From an optimization exercise on the open Yosys and OpenROAD flow, aimed at small area; shortcuts taken in it are not production practice.
Only the layout flow was run in this run; the RTL was not checked for function there.

$ cat flow/run.sh
#!/bin/bash
# synth_recipe.tcl (not shown) runs the flow's synth.tcl, then flattens the netlist and writes it again
# the make line also repeats each setting of config.mk as NAME=value (left out here)
make -C /OpenROAD-flow-scripts/flow DESIGN_CONFIG=/design/flow/config.mk WORK_HOME=/design/flow/orfs CLKGATE_MAP_FILE= SYNTH_SCRIPT=/design/flow/synth_recipe.tcl finish
$ cat flow/config.mk
export PLATFORM = sky130hd
export DESIGN_NAME = Top
export DESIGN_NICKNAME = Top
export VERILOG_FILES = /design/flow/design.v
export SDC_FILE = /design/flow/constraint.sdc
export NUM_CORES = 4
export LEC_CHECK = 0
export CAP_MARGIN = 20
export CORE_MARGIN = 2
export CORE_UTILIZATION = 40
export SLEW_MARGIN = 20
$ cat flow/constraint.sdc
create_clock -name core_clock -period 12.0 [get_ports {i_clk}]
set_input_delay 2.4000 -clock core_clock [delete_from_list [all_inputs] [get_ports {i_clk}]]
set_output_delay 2.4000 -clock core_clock [all_outputs]
set_load 0.01 [all_outputs]
$ cat flow/design.v
module Top(
	input i_clk,
	input i_rst,
	input i_start,
	input [31:0] i_init,
	output [3:0] o_random_out,
	output o_idle
);
  logic [31:0] P;
  logic        raw;
  logic        idle;
  logic [8:0]  r;
  logic [5:0]  q;
  logic [3:0]  show;
  assign o_random_out = show;
  assign o_idle = idle;
  wire [30:0] b = P[30:0];
  wire        a = P[31];
  wire [31:0] nb = {1'b1, ~b};
  wire        ones = &b[30:1];
  wire        corner = ones & (b[0] | a);
  wire        e1  = a & ~raw;
  wire        ne1 = ~e1;
  wire        t31 = raw & a;
  wire        ovr = corner & ~raw;
  wire [31:0] kprod = (a & b[0]) ? 32'd16807 : 32'd0;
  wire [31:0] pnext;
  assign pnext = ovr ? kprod : prod;
  wire [31:0] prod;
  wire ys1 = ~(nb[0] ^ e1);
  wire yc2 = nb[0] | e1;
  wire ys3 = nb[1] ^ e1 ^ yc2;
  wire yc4 = (nb[1] & e1) | (yc2 & (nb[1] ^ e1));
  wire ys5 = nb[2] ^ e1 ^ yc4;
  wire yc6 = (nb[2] & e1) | (yc4 & (nb[2] ^ e1));
  wire ys7 = b[0] ^ nb[3] ^ yc6;
  wire yc8 = (b[0] & nb[3]) | (yc6 & (b[0] ^ nb[3]));
  wire ys9 = b[1] ^ nb[4] ^ yc8;
  wire yc10 = (b[1] & nb[4]) | (yc8 & (b[1] ^ nb[4]));
  wire ys11 = b[2] ^ nb[5] ^ yc10;
  wire yc12 = (b[2] & nb[5]) | (yc10 & (b[2] ^ nb[5]));
  wire ys13 = b[3] ^ nb[6] ^ yc12;
  wire yc14 = (b[3] & nb[6]) | (yc12 & (b[3] ^ nb[6]));
  wire ys15 = b[4] ^ nb[7] ^ yc14;
  wire yc16 = (b[4] & nb[7]) | (yc14 & (b[4] ^ nb[7]));
  wire ys17 = b[5] ^ nb[8] ^ yc16;
  wire yc18 = (b[5] & nb[8]) | (yc16 & (b[5] ^ nb[8]));
  wire ys19 = b[6] ^ nb[9] ^ yc18;
  wire yc20 = (b[6] & nb[9]) | (yc18 & (b[6] ^ nb[9]));
  wire ys21 = b[7] ^ nb[10] ^ yc20;
  wire yc22 = (b[7] & nb[10]) | (yc20 & (b[7] ^ nb[10]));
  wire ys23 = b[8] ^ nb[11] ^ yc22;
  wire yc24 = (b[8] & nb[11]) | (yc22 & (b[8] ^ nb[11]));
  wire ys25 = b[9] ^ nb[12] ^ yc24;
  wire yc26 = (b[9] & nb[12]) | (yc24 & (b[9] ^ nb[12]));
  wire ys27 = b[10] ^ nb[13] ^ yc26;
  wire yc28 = (b[10] & nb[13]) | (yc26 & (b[10] ^ nb[13]));
  wire ys29 = b[11] ^ nb[14] ^ yc28;
  wire yc30 = (b[11] & nb[14]) | (yc28 & (b[11] ^ nb[14]));
  wire ys31 = b[12] ^ nb[15] ^ yc30;
  wire yc32 = (b[12] & nb[15]) | (yc30 & (b[12] ^ nb[15]));
  wire ys33 = b[13] ^ nb[16] ^ yc32;
  wire yc34 = (b[13] & nb[16]) | (yc32 & (b[13] ^ nb[16]));
  wire ys35 = b[14] ^ nb[17] ^ yc34;
  wire yc36 = (b[14] & nb[17]) | (yc34 & (b[14] ^ nb[17]));
  wire ys37 = b[15] ^ nb[18] ^ yc36;
  wire yc38 = (b[15] & nb[18]) | (yc36 & (b[15] ^ nb[18]));
  wire ys39 = b[16] ^ nb[19] ^ yc38;
  wire yc40 = (b[16] & nb[19]) | (yc38 & (b[16] ^ nb[19]));
  wire ys41 = b[17] ^ nb[20] ^ yc40;
  wire yc42 = (b[17] & nb[20]) | (yc40 & (b[17] ^ nb[20]));
  wire ys43 = b[18] ^ nb[21] ^ yc42;
  wire yc44 = (b[18] & nb[21]) | (yc42 & (b[18] ^ nb[21]));
  wire ys45 = b[19] ^ nb[22] ^ yc44;
  wire yc46 = (b[19] & nb[22]) | (yc44 & (b[19] ^ nb[22]));
  wire ys47 = b[20] ^ nb[23] ^ yc46;
  wire yc48 = (b[20] & nb[23]) | (yc46 & (b[20] ^ nb[23]));
  wire ys49 = b[21] ^ nb[24] ^ yc48;
  wire yc50 = (b[21] & nb[24]) | (yc48 & (b[21] ^ nb[24]));
  wire ys51 = b[22] ^ nb[25] ^ yc50;
  wire yc52 = (b[22] & nb[25]) | (yc50 & (b[22] ^ nb[25]));
  wire ys53 = b[23] ^ nb[26] ^ yc52;
  wire yc54 = (b[23] & nb[26]) | (yc52 & (b[23] ^ nb[26]));
  wire ys55 = b[24] ^ nb[27] ^ yc54;
  wire yc56 = (b[24] & nb[27]) | (yc54 & (b[24] ^ nb[27]));
  wire ys57 = b[25] ^ nb[28] ^ yc56;
  wire yc58 = (b[25] & nb[28]) | (yc56 & (b[25] ^ nb[28]));
  wire ys59 = b[26] ^ nb[29] ^ yc58;
  wire yc60 = (b[26] & nb[29]) | (yc58 & (b[26] ^ nb[29]));
  wire ys61 = b[27] ^ nb[30] ^ yc60;
  wire yc62 = (b[27] & nb[30]) | (yc60 & (b[27] ^ nb[30]));
  wire ys63 = ~(b[28] ^ yc62);
  wire yc64 = b[28] | yc62;
  wire y0_ = ys1;
  wire y1_ = ys3;
  wire y2_ = ys5;
  wire y3_ = ys7;
  wire y4_ = ys9;
  wire y5_ = ys11;
  wire y6_ = ys13;
  wire y7_ = ys15;
  wire y8_ = ys17;
  wire y9_ = ys19;
  wire y10_ = ys21;
  wire y11_ = ys23;
  wire y12_ = ys25;
  wire y13_ = ys27;
  wire y14_ = ys29;
  wire y15_ = ys31;
  wire y16_ = ys33;
  wire y17_ = ys35;
  wire y18_ = ys37;
  wire y19_ = ys39;
  wire y20_ = ys41;
  wire y21_ = ys43;
  wire y22_ = ys45;
  wire y23_ = ys47;
  wire y24_ = ys49;
  wire y25_ = ys51;
  wire y26_ = ys53;
  wire y27_ = ys55;
  wire y28_ = ys57;
  wire y29_ = ys59;
  wire y30_ = ys61;
  wire y31_ = ys63;
  wire ps65 = nb[0] ^ ne1 ^ y5_;
  wire pc66 = (nb[0] & ne1) | (y5_ & (nb[0] ^ ne1));
  wire ps67 = nb[1] ^ y0_ ^ y6_;
  wire pc68 = (nb[1] & y0_) | (y6_ & (nb[1] ^ y0_));
  wire ps69 = pc66 ^ ps67;
  wire pc70 = pc66 & ps67;
  wire ps71 = nb[2] ^ y1_ ^ y7_;
  wire pc72 = (nb[2] & y1_) | (y7_ & (nb[2] ^ y1_));
  wire ps73 = pc68 ^ pc70 ^ ps71;
  wire pc74 = (pc68 & pc70) | (ps71 & (pc68 ^ pc70));
  wire ps75 = nb[3] ^ y2_ ^ y8_;
  wire pc76 = (nb[3] & y2_) | (y8_ & (nb[3] ^ y2_));
  wire ps77 = pc72 ^ pc74 ^ ps75;
  wire pc78 = (pc72 & pc74) | (ps75 & (pc72 ^ pc74));
  wire ps79 = nb[4] ^ y3_ ^ y9_;
  wire pc80 = (nb[4] & y3_) | (y9_ & (nb[4] ^ y3_));
  wire ps81 = pc76 ^ pc78 ^ ps79;
  wire pc82 = (pc76 & pc78) | (ps79 & (pc76 ^ pc78));
  wire ps83 = nb[5] ^ y4_ ^ y10_;
  wire pc84 = (nb[5] & y4_) | (y10_ & (nb[5] ^ y4_));
  wire ps85 = pc80 ^ pc82 ^ ps83;
  wire pc86 = (pc80 & pc82) | (ps83 & (pc80 ^ pc82));
  wire ps87 = nb[6] ^ y5_ ^ y11_;
  wire pc88 = (nb[6] & y5_) | (y11_ & (nb[6] ^ y5_));
  wire ps89 = pc84 ^ pc86 ^ ps87;
  wire pc90 = (pc84 & pc86) | (ps87 & (pc84 ^ pc86));
  wire ps91 = nb[7] ^ y6_ ^ y12_;
  wire pc92 = (nb[7] & y6_) | (y12_ & (nb[7] ^ y6_));
  wire ps93 = pc88 ^ pc90 ^ ps91;
  wire pc94 = (pc88 & pc90) | (ps91 & (pc88 ^ pc90));
  wire ps95 = nb[8] ^ y7_ ^ y13_;
  wire pc96 = (nb[8] & y7_) | (y13_ & (nb[8] ^ y7_));
  wire ps97 = pc92 ^ pc94 ^ ps95;
  wire pc98 = (pc92 & pc94) | (ps95 & (pc92 ^ pc94));
  wire ps99 = b[0] ^ nb[9] ^ e1;
  wire pc100 = (b[0] & nb[9]) | (e1 & (b[0] ^ nb[9]));
  wire ps101 = ps99 ^ y8_ ^ y14_;
  wire pc102 = (ps99 & y8_) | (y14_ & (ps99 ^ y8_));
  wire ps103 = pc96 ^ pc98 ^ ps101;
  wire pc104 = (pc96 & pc98) | (ps101 & (pc96 ^ pc98));
  wire ps105 = b[1] ^ nb[10] ^ pc100;
  wire pc106 = (b[1] & nb[10]) | (pc100 & (b[1] ^ nb[10]));
  wire ps107 = ps105 ^ y9_ ^ y15_;
  wire pc108 = (ps105 & y9_) | (y15_ & (ps105 ^ y9_));
  wire ps109 = pc102 ^ pc104 ^ ps107;
  wire pc110 = (pc102 & pc104) | (ps107 & (pc102 ^ pc104));
  wire ps111 = b[2] ^ nb[11] ^ pc106;
  wire pc112 = (b[2] & nb[11]) | (pc106 & (b[2] ^ nb[11]));
  wire ps113 = ps111 ^ y10_ ^ y16_;
  wire pc114 = (ps111 & y10_) | (y16_ & (ps111 ^ y10_));
  wire ps115 = pc108 ^ pc110 ^ ps113;
  wire pc116 = (pc108 & pc110) | (ps113 & (pc108 ^ pc110));
  wire ps117 = b[3] ^ nb[12] ^ pc112;
  wire pc118 = (b[3] & nb[12]) | (pc112 & (b[3] ^ nb[12]));
  wire ps119 = ps117 ^ y11_ ^ y17_;
  wire pc120 = (ps117 & y11_) | (y17_ & (ps117 ^ y11_));
  wire ps121 = pc114 ^ pc116 ^ ps119;
  wire pc122 = (pc114 & pc116) | (ps119 & (pc114 ^ pc116));
  wire ps123 = b[4] ^ nb[13] ^ pc118;
  wire pc124 = (b[4] & nb[13]) | (pc118 & (b[4] ^ nb[13]));
  wire ps125 = ps123 ^ y12_ ^ y18_;
  wire pc126 = (ps123 & y12_) | (y18_ & (ps123 ^ y12_));
  wire ps127 = pc120 ^ pc122 ^ ps125;
  wire pc128 = (pc120 & pc122) | (ps125 & (pc120 ^ pc122));
  wire ps129 = b[5] ^ nb[14] ^ pc124;
  wire pc130 = (b[5] & nb[14]) | (pc124 & (b[5] ^ nb[14]));
  wire ps131 = ps129 ^ y13_ ^ y19_;
  wire pc132 = (ps129 & y13_) | (y19_ & (ps129 ^ y13_));
  wire ps133 = pc126 ^ pc128 ^ ps131;
  wire pc134 = (pc126 & pc128) | (ps131 & (pc126 ^ pc128));
  wire ps135 = b[6] ^ nb[15] ^ pc130;
  wire pc136 = (b[6] & nb[15]) | (pc130 & (b[6] ^ nb[15]));
  wire ps137 = ps135 ^ y14_ ^ y20_;
  wire pc138 = (ps135 & y14_) | (y20_ & (ps135 ^ y14_));
  wire ps139 = pc132 ^ pc134 ^ ps137;
  wire pc140 = (pc132 & pc134) | (ps137 & (pc132 ^ pc134));
  wire ps141 = b[7] ^ nb[16] ^ pc136;
  wire pc142 = (b[7] & nb[16]) | (pc136 & (b[7] ^ nb[16]));
  wire ps143 = ps141 ^ y15_ ^ y21_;
  wire pc144 = (ps141 & y15_) | (y21_ & (ps141 ^ y15_));
  wire ps145 = pc138 ^ pc140 ^ ps143;
  wire pc146 = (pc138 & pc140) | (ps143 & (pc138 ^ pc140));
  wire ps147 = b[8] ^ nb[17] ^ pc142;
  wire pc148 = (b[8] & nb[17]) | (pc142 & (b[8] ^ nb[17]));
  wire ps149 = ps147 ^ y16_ ^ y22_;
  wire pc150 = (ps147 & y16_) | (y22_ & (ps147 ^ y16_));
  wire ps151 = pc144 ^ pc146 ^ ps149;
  wire pc152 = (pc144 & pc146) | (ps149 & (pc144 ^ pc146));
  wire ps153 = b[9] ^ nb[18] ^ pc148;
  wire pc154 = (b[9] & nb[18]) | (pc148 & (b[9] ^ nb[18]));
  wire ps155 = ps153 ^ y17_ ^ y23_;
  wire pc156 = (ps153 & y17_) | (y23_ & (ps153 ^ y17_));
  wire ps157 = pc150 ^ pc152 ^ ps155;
  wire pc158 = (pc150 & pc152) | (ps155 & (pc150 ^ pc152));
  wire ps159 = b[10] ^ nb[19] ^ pc154;
  wire pc160 = (b[10] & nb[19]) | (pc154 & (b[10] ^ nb[19]));
  wire ps161 = ps159 ^ y18_ ^ y24_;
  wire pc162 = (ps159 & y18_) | (y24_ & (ps159 ^ y18_));
  wire ps163 = pc156 ^ pc158 ^ ps161;
  wire pc164 = (pc156 & pc158) | (ps161 & (pc156 ^ pc158));
  wire ps165 = b[11] ^ nb[20] ^ pc160;
  wire pc166 = (b[11] & nb[20]) | (pc160 & (b[11] ^ nb[20]));
  wire ps167 = ps165 ^ y19_ ^ y25_;
  wire pc168 = (ps165 & y19_) | (y25_ & (ps165 ^ y19_));
  wire ps169 = pc162 ^ pc164 ^ ps167;
  wire pc170 = (pc162 & pc164) | (ps167 & (pc162 ^ pc164));
  wire ps171 = b[12] ^ nb[21] ^ pc166;
  wire pc172 = (b[12] & nb[21]) | (pc166 & (b[12] ^ nb[21]));
  wire ps173 = ps171 ^ y20_ ^ y26_;
  wire pc174 = (ps171 & y20_) | (y26_ & (ps171 ^ y20_));
  wire ps175 = pc168 ^ pc170 ^ ps173;
  wire pc176 = (pc168 & pc170) | (ps173 & (pc168 ^ pc170));
  wire ps177 = b[13] ^ nb[22] ^ pc172;
  wire pc178 = (b[13] & nb[22]) | (pc172 & (b[13] ^ nb[22]));
  wire ps179 = ps177 ^ y21_ ^ y27_;
  wire pc180 = (ps177 & y21_) | (y27_ & (ps177 ^ y21_));
  wire ps181 = pc174 ^ pc176 ^ ps179;
  wire pc182 = (pc174 & pc176) | (ps179 & (pc174 ^ pc176));
  wire ps183 = b[14] ^ nb[23] ^ pc178;
  wire pc184 = (b[14] & nb[23]) | (pc178 & (b[14] ^ nb[23]));
  wire ps185 = ps183 ^ y22_ ^ y28_;
  wire pc186 = (ps183 & y22_) | (y28_ & (ps183 ^ y22_));
  wire ps187 = pc180 ^ pc182 ^ ps185;
  wire pc188 = (pc180 & pc182) | (ps185 & (pc180 ^ pc182));
  wire ps189 = b[15] ^ nb[24] ^ pc184;
  wire pc190 = (b[15] & nb[24]) | (pc184 & (b[15] ^ nb[24]));
  wire ps191 = ps189 ^ y23_ ^ y29_;
  wire pc192 = (ps189 & y23_) | (y29_ & (ps189 ^ y23_));
  wire ps193 = pc186 ^ pc188 ^ ps191;
  wire pc194 = (pc186 & pc188) | (ps191 & (pc186 ^ pc188));
  wire ps195 = b[16] ^ nb[25] ^ pc190;
  wire pc196 = (b[16] & nb[25]) | (pc190 & (b[16] ^ nb[25]));
  wire ps197 = ps195 ^ y24_ ^ y30_;
  wire pc198 = (ps195 & y24_) | (y30_ & (ps195 ^ y24_));
  wire ps199 = pc192 ^ pc194 ^ ps197;
  wire pc200 = (pc192 & pc194) | (ps197 & (pc192 ^ pc194));
  wire ps201 = b[17] ^ nb[26] ^ t31;
  wire ps203 = ps201 ^ pc196 ^ y25_;
  wire ps205 = ps203 ^ y31_ ^ pc198;
  wire ps207 = pc200 ^ ps205;
  assign prod = {ps207, ps199, ps193, ps187, ps181, ps175, ps169, ps163, ps157, ps151, ps145, ps139, ps133, ps127, ps121, ps115, ps109, ps103, ps97, ps93, ps89, ps85, ps81, ps77, ps73, ps69, ps65, y4_, y3_, y2_, y1_, y0_};
  wire        cy24 = a & (&b[23:0]);
  wire [3:0]  num = corner ? 4'd0 : (b[27:24] + {3'd0, cy24});
  wire r0 = (r == 9'd0);
  wire rlast = (r == 9'd499);
  logic hq;
  always_comb begin
    hq = 1'b0;
    if (q >= 6'd1 && q <= 6'd20) hq = 1'b1;
    if (q >= 6'd22 && q <= 6'd40 && !q[0]) hq = 1'b1;
    if (q == 6'd45 || q == 6'd50 || q == 6'd55 || q == 6'd60) hq = 1'b1;
  end
  wire endpt = r0 & (q == 6'd20 || q == 6'd40 || q == 6'd60);
  wire fin   = r0 & (q == 6'd60);
  wire sample = ~idle & r0 & hq;
  wire clr = idle | (i_start & ~endpt);
  always_ff @(posedge i_clk) begin
    if (~i_rst) begin
      P <= i_init;
      raw <= 1'b1;
      idle <= 1'b1;
      show <= 4'd0;
    end else begin
      P <= pnext;
      raw <= 1'b0;
      idle <= idle ? ~i_start : fin;
      if (sample) show <= num;
    end
  end
  always_ff @(posedge i_clk) begin
    if (clr) begin
      r <= 9'd0;
      q <= 6'd0;
    end else if (rlast) begin
      r <= 9'd0;
      q <= q + 6'd1;
    end else begin
      r <= r + 9'd1;
    end
  end
endmodule
==> impl_metrics.json <==
{
  "tritoncts": "done",
  "rsz0062_at_grt": "yes",
  "drt_first_pass_iters": 4,
  "drc_errors": 0,
  "final_util_pct": 50.9,
  "ys_seq_elements": 53,
  "grt_max_degree": 36,
  "nFillCells": 997,
  "timing.rr.start": "raw",
  "placed_area_sq_um": 5400,
  "finish.instance_area_sq_um": 5570,
  "setup_viol": 3,
  "r2r-end": "P[31]",
  "slew_headroom_pct": 44.7,
  "ys_seq_area_share_pct": 23.4,
  "outcome": "finished with violations",
  "dp_slack_ns": -1.22,
  "root_buffer": "clkbuf_16",
  "tightest_slew_ns": 0.822,
  "synth_top_area_share_pct": 42.9,
  "area_growth_pct": 23.0,
  "clkTransAtPathRegs_ns": 0.08,
  "synth_edf_count": 0,
  "yosysWarnings": 1,
  "start_kind": "flop",
  "io_pins": 40,
  "fin_crit_sh_pct": 110,
  "synth_ff_type": "dfxtp_1",
  "async_flop_share_pct": 0,
  "hpwlAfterDp_um": 8590,
  "failed_checks": "setup timing",
  "grt_pass1_vias": 3396,
  "via_per_inst": 5.02,
  "synth_common_cells": "fa_1, inv_1, dfxtp_1, nor2_1, a22o_1",
  "cp-endpoint": "P[31]",
  "io_buffers": 39,
  "cts.path.max_buffers": 2,
  "htreeDepth": 2,
  "synthDistinctLibCells": 37,
  "crit_required_ns": 12.21,
  "dp.cells": 601,
  "setup_slack_ns": -1.19,
  "max_freq_mhz": 75.8,
  "crit_buf_inv": 5,
  "die-area_sq_um": 12200,
  "die_x_um": 110,
  "gp_congestion": 0.929,
  "clock_latency_ns": 0.29,
  "synth_top_area_cell": "fa_1",
  "die_h_um": 110,
  "drive_above_1_share_pct": 20.2,
  "crit_start": "raw",
  "max_stage_delay_ns": 0.58,
  "n_antenna_cell": 0,
  "crit_family": "adder cells",
  "cp_data_arrival_time_ns": 13.40,
  "antenna_left": 0,
  "clock_skew_ns": 0.00598,
  "layout_min_cycle_time_ns": 13.19,
  "grt_usage_pct": 19.1,
  "drv_slew": 0,
  "crit_path_frequent_cell": "fa_2",
  "hold_class": "flop to flop",
  "fin_hold_ws_ns": 0.460,
  "grt_overflow": 0,
  "synth_cells": 401,
  "cts_made_buffers": 5,
  "post_cts_buffers": 0,
  "synth_area_sq_um": 4530,
  "cts.sinks": 53,
  "final_cells": 610,
  "grt_pass1_wl_um": 17400,
  "nets": 613,
  "synth_most_common_cell": "fa_1",
  "worstRegToRegCells": 44,
  "rrSetupSlack_ns": -1.19,
  "wl_per_cell_um": 17.0,
  "cp-end-kind": "flop",
  "fp-row-count": 38,
  "wirelength_um": 10400,
  "cp_slowest_cell": "fa_1",
  "critPathKind": "flop to flop",
  "synth_area_per_cell_sq_um": 11.3,
  "start_util_pct": 41.4,
  "drtIter0Drc": 163,
  "routed-via-count": 3065,
  "fp.coreArea_sq_um": 10900,
  "synthTopCellsByArea": "fa_1, dfxtp_1, inv_1",
  "path_depth": 44,
  "antenna_found_initial": 0,
  "fin_setup_tns_ns": -2.20,
  "hold_viol_final": 0,
  "synthesis.nets": 545,
  "maxCapViolations": 0,
  "cp_max_fo": 3
}
## registers in the layout, indices dropped and copies added (netlist names)
signal and flops:
P 32, idle 1, q 6, r 9
raw 1, show 4
## worst min path at each step
stage	start	endpoint	slack [ns]	cells past startpoint
floorplan	r[0]	r[0]	0.44	1
global route	show[3]	show[3]	0.49	2
CTS	show[3]	show[3]	0.47	2
finish	show[3]	show[3]	0.46	2
global placement	show[2]	show[2]	0.45	2
detailed placement	show[3]	show[3]	0.45	2
## cells by family (layout without fill, tap and decap cells)
logic type      count (synthesis)  in the layout  synth area share (%)
buf+inv                        92            161                  8.04
flops                          53             53                  23.4
compound gates                 43             43                  8.01
fa+ha+maj                     109            109                  46.2
simple gates                   76             76                  8.76
xor+xnor                       23             23                  4.45
mux                             5              5                  1.11
## per-layer routing
layer,track usage (%),vias to the layer above,wire length [um]
met1,27.1,1580,4870
met5,0,-,0
met2,31.7,58,4990
met4,3.04,0,86
met3,2.94,8,427
li1,-,1419,-
## worst reg2reg max path: cells and delay by family, from the launching register on
family	cells	cell delay, ns
AOI/OAI and AO/OA	1	0.19
adders and majority gates	33	11.66
and+or+nand+nor	1	0.13
buffers and inverters	5	0.22
xor gates and xnor gates	4	0.59
DFF	1	0.33
## placed cells by master (no fill, tap or decap), drive strengths merged, types with 2 or more instances in the layout
master and n:
fa 97, inv 80, dfxtp 53, clkdlybuf4s50 39, buf 34, nor2 22
a22o 21, nand3 17, xnor2 13, ha 12, xor2 10, nand4 9
nand2 9, a221o 7, mux2i 5, clkbuf 5, nor3 4, nor4 4
o2bb2ai 3, nand4b 3, o21ai 2, a31oi 2, and3 2, a21oi 2
clkinvlp 2, nand2b 2
## repair_timing
| action | 4_1_cts | 5_1_grt |
|---|---|---|
| setup endpoints to repair | 4 | 4 |
| endpoints found under the hold margin | 0 | 0 |
| gates resized for setup | 2 | 1 |
| hold buffers | 0 | 0 |
| pin swaps | 3 | 6 |
## cell type report
cell class | count | area, sq um | share of cell area (%)
Multi-Input combinational cell | 256 | 3230 | 57.9
Sequential cell | 53 | 1060 | 19.1
Timing Repair Buffer | 73 | 653 | 11.7
Inverter | 80 | 300 | 5.39
Tap cell | 140 | 175 | 3.14
Clock buffer | 5 | 125 | 2.25
Clock inverter | 3 | 26.3 | 0.472

[what the ideal ports hide]
The results above use ideal ports. As a check the final layout listed here was re-extracted and re-timed, cells and wires unchanged. Step 1, drivers: a clkbuf_16 drives i_clk and a buf_2 each remaining input, both assumed. Step 2 also shifts input and output timing later by t, the mid clock arrival at the registers, as if the neighbouring blocks saw the same clock. Slacks: ideal ports / drivers / drivers and shift; pairs: ideal ports / drivers.
t, ns: 0.328
slack for setup (ns): -1.193 / -1.193 / -1.193
latest minus earliest clock arrival (ns): 0.006 / 0.006
worst data-port slew with drivers (ns): 0.04
pins driven straight from the clock port: 1
The setup slack of this run moves by 0.000 ns with the drivers and by 0.000 ns with both steps.
